Context: an optimization exercise on an open-source flow, tuned for small area. The choices shown serve that exercise and are no tape-out recipe. At most, simulation tests tie the RTL to the original design; equivalence was not proved. No activity file was given, so power comes from the tool's default toggle rates.

## main
Design poly_top, start of the top module:
module poly_top #(
	parameter a = 2,
	parameter b = 4,
	parameter c = 6,
	parameter data_width = 32
)
(
	input wire clk,rst,
	input wire [data_width-1:0] x,
	input wire in_valid,
	output wire [data_width-1:0] y,
	output wire out_valid,
	output wire [1:0] state
);
clock: 9.0 ns
lec_check: 0
cap_margin: 10
core_margin: 2
core_utilization: 60
cts_buf_list: sky130_fd_sc_hd__clkbuf_8
cts_cluster_size: 20
slew_margin: 10
synth_hierarchical: 1
synth_minimum_keep_size: 0
standard.sh (not shown) runs the stock make flow with config.mk's settings and CLKGATE_MAP_FILE= SYNTH_SCRIPT=/design/flow/synth_recipe.tcl, a recipe that flattens the netlist after the stock synthesis.
==> flow/flow/run.sh <==
#!/bin/bash
# The standard layout (standard.sh, with the standard synthesis) with these changes:
# - after floorplan, every cell is set to its lowest drive strength (downsize.tcl);
#   timing repair upsizes the cells that need it;
# - global placement keeps none of its timing-driven buffering (GPL_KEEP_OVERFLOW=0);
# - power recovery downsizes cells with slack to spare after global routing;
# - the port buffers use the smallest buffer cell;
# - clock tree synthesis uses clkbuf_8 and adds no dummy loads.
# Each make run's full output goes to its own log file here.
set -euo pipefail
bash standard.sh synth > synth.log 2>&1
bash standard.sh \
	"POST_FLOORPLAN_TCL=$PWD/flow/downsize.tcl" \
	"GPL_KEEP_OVERFLOW=0" "RECOVER_POWER=100" \
	"BUFFER_PORTS_ARGS=-buffer_cell sky130_fd_sc_hd__buf_1" \
	"CTS_ARGS=-sink_clustering_enable -repair_clock_nets -sink_clustering_size 20 -buf_list sky130_fd_sc_hd__clkbuf_8 -dont_use_dummy_load" \
	finish > layout.log 2>&1
==> flow/flow/downsize.tcl <==
# Before placement, give every cell the lowest drive strength of its kind
# (name ending _1); timing repair later upsizes the cells that need it.
set n 0
foreach inst [get_cells *] {
  set master [get_property $inst ref_name]
  if { [regexp {^(sky130_fd_sc_hd__\w+)_([0-9]+)$} $master -> base drive] && $drive > 1 } {
    set target ${base}_1
    if { [llength [get_lib_cells -quiet $target]] > 0 } {
      replace_cell $inst $target
      incr n
    }
  }
}
puts "downsize.tcl: $n cells set to drive strength 1"
The following lists how the feature branch was set up differently from main:
diff --git a/flow/design.v b/flow/design.v
--- a/flow/design.v
+++ b/flow/design.v
@@ -8,20 +8,20 @@
 module HA (
 	input wire a, b,
 	output wire s, co
 );
 	assign s = a ^ b;
 	assign co = a & b;
 endmodule
 module Multiplier (
 	input wire [29:0] x,
-	output wire [19:0] lo,
-	output wire [10:0] hi,
+	output wire [20:0] lo,
+	output wire [9:0] hi,
 	output wire ck
 );
 	wire [29:0] un = ~x;
 	wire u0 = un[0];
 	wire u1 = un[1];
 	wire u2 = un[2];
 	wire u3 = un[3];
 	wire u4 = un[4];
 	wire u5 = un[5];
@@ -487,21 +487,21 @@
 	wire s318, c319;
 	FA fs318 (.a(c265), .b(s266), .c(c317), .s(s318), .co(c319));
 	wire s320, c321;
 	FA fs320 (.a(c267), .b(s268), .c(c319), .s(s320), .co(c321));
 	wire s322, c323;
 	FA fs322 (.a(c269), .b(s270), .c(c321), .s(s322), .co(c323));
 	wire s324, c325;
 	FA fs324 (.a(c271), .b(s272), .c(c323), .s(s324), .co(c325));
 	wire s326, c327;
-	HA hs326 (.a(c273), .b(s274), .s(s326), .co(c327));
+	FA fs326 (.a(c273), .b(s274), .c(c325), .s(s326), .co(c327));
 	wire s328, c329;
-	FA fs328 (.a(c275), .b(s276), .c(c327), .s(s328), .co(c329));
+	HA hs328 (.a(c275), .b(s276), .s(s328), .co(c329));
 	wire s330, c331;
 	FA fs330 (.a(c277), .b(s278), .c(c329), .s(s330), .co(c331));
 	wire s332, c333;
 	FA fs332 (.a(c279), .b(s280), .c(c331), .s(s332), .co(c333));
 	wire s334, c335;
 	FA fs334 (.a(c281), .b(s282), .c(c333), .s(s334), .co(c335));
 	wire s336, c337;
 	FA fs336 (.a(c283), .b(s284), .c(c335), .s(s336), .co(c337));
 	wire s338, c339;
@@ -509,21 +509,21 @@
 	wire s340, c341;
 	FA fs340 (.a(c287), .b(s288), .c(c339), .s(s340), .co(c341));
 	wire s342, c343;
 	FA fs342 (.a(c289), .b(s290), .c(c341), .s(s342), .co(c343));
 	wire s344, c345;
 	FA fs344 (.a(c291), .b(s292), .c(c343), .s(s344), .co(c345));
 	wire s346 = p32 ^ p61 ^ p86 ^ p107 ^ p124 ^ p137 ^ p146 ^ p149 ^ c163 ^ c165 ^ c211 ^ c213 ^ c249 ^ c293;
 	wire s347;
 	XOR2 xs347 (.a(s346), .b(c345), .y(s347));
-	assign lo = {s324, s322, s320, s318, s316, s314, s312, s310, s308, s306, s304, s302, s300, s298, s296, s294, p5, e4, 1'b0, e3};
-	assign hi = {s347, s344, s342, s340, s338, s336, s334, s332, s330, s328, s326};
-	assign ck = c325;
+	assign lo = {s326, s324, s322, s320, s318, s316, s314, s312, s310, s308, s306, s304, s302, s300, s298, s296, s294, p5, e4, 1'b0, e3};
+	assign hi = {s347, s344, s342, s340, s338, s336, s334, s332, s330, s328};
+	assign ck = c327;
 endmodule
 module ONEN (input wire xa, xb, output wire y);
 	assign y = ~(xa ^ xb);
 endmodule
 module TWON (input wire xa, xb, xc, output wire y);
 	assign y = ~((xa & xb & ~xc) | (~xa & ~xb & xc));
 endmodule
 module NEG (input wire xa, xb, xc, output wire y);
 	assign y = ~xc & (xa | xb);
@@ -551,19 +551,19 @@
 )
 (
 	input wire clk,rst,
 	input wire [data_width-1:0] x,
 	input wire in_valid,
 	output wire [data_width-1:0] y,
 	output wire out_valid,
 	output wire [1:0] state
 );
-	localparam K = 20;
+	localparam K = 21;
 	reg [1:0] q;
 	always @(posedge clk) begin
 		if (rst | ~in_valid) q <= 2'b00;
 		else q <= {q[1] | q[0], q[1] | ~q[0]};
 	end
 	assign state = {q[1], q[0] & ~q[1]};
 	assign out_valid = q[1] & q[0];
 	reg [29:0] x0, x1;
 	reg [K-1:0] rlo;
Findings:
The feature branch against main: number of buffers other than clock buffers in the final layout now smaller; area of all placed cells without fillers comparable; critical path depth now larger.
For main, the timing endpoint of the critical path was rlo[19], unlike the feature branch, where it was rlo[20].
Changes observed in the feature branch relative to main: cell count ~0 delta; fraction of area in non-clock buffers -0.22 points; share of cell area taken by multi-input logic gates ~0 delta; met1 wire length -about 3%; power after layout +0.39%.
Re slack of the worst reg-to-reg path: the feature branch is 20 ps up on main.
For main, only the layout was checked, not whether the RTL still works.

-- separate check: timing with driven ports --
Ports are ideal in the flow. The routed layouts listed here were re-timed in OpenROAD. Step 1 (the two cells are an assumption about what drives the block):
set clk [get_ports {clk}]
set_driving_cell -lib_cell sky130_fd_sc_hd__clkbuf_16 $clk
set_driving_cell -lib_cell sky130_fd_sc_hd__buf_2 [delete_from_list [all_inputs] $clk]
Step 2 times the ports against the registers' clock, not the clock port: input delays grow and output delays shrink by t, the midpoint of the rising clock arrivals with the driver on. a / b / c = no drivers / after step 1 / after step 2; a / b = the first two.
run | shift t [ns] | setup slack, ns | hold slack, ns | worst slew at a driven data input, ns
main | 0.396 | 0.567 / 0.567 / 0.567 | 0.326 / 0.326 / 0.326 | 0.04
the feature branch | 0.394 | 0.589 / 0.589 / 0.589 | 0.322 / 0.322 / 0.322 | 0.03
After both steps setup and hold are still met in every run listed.
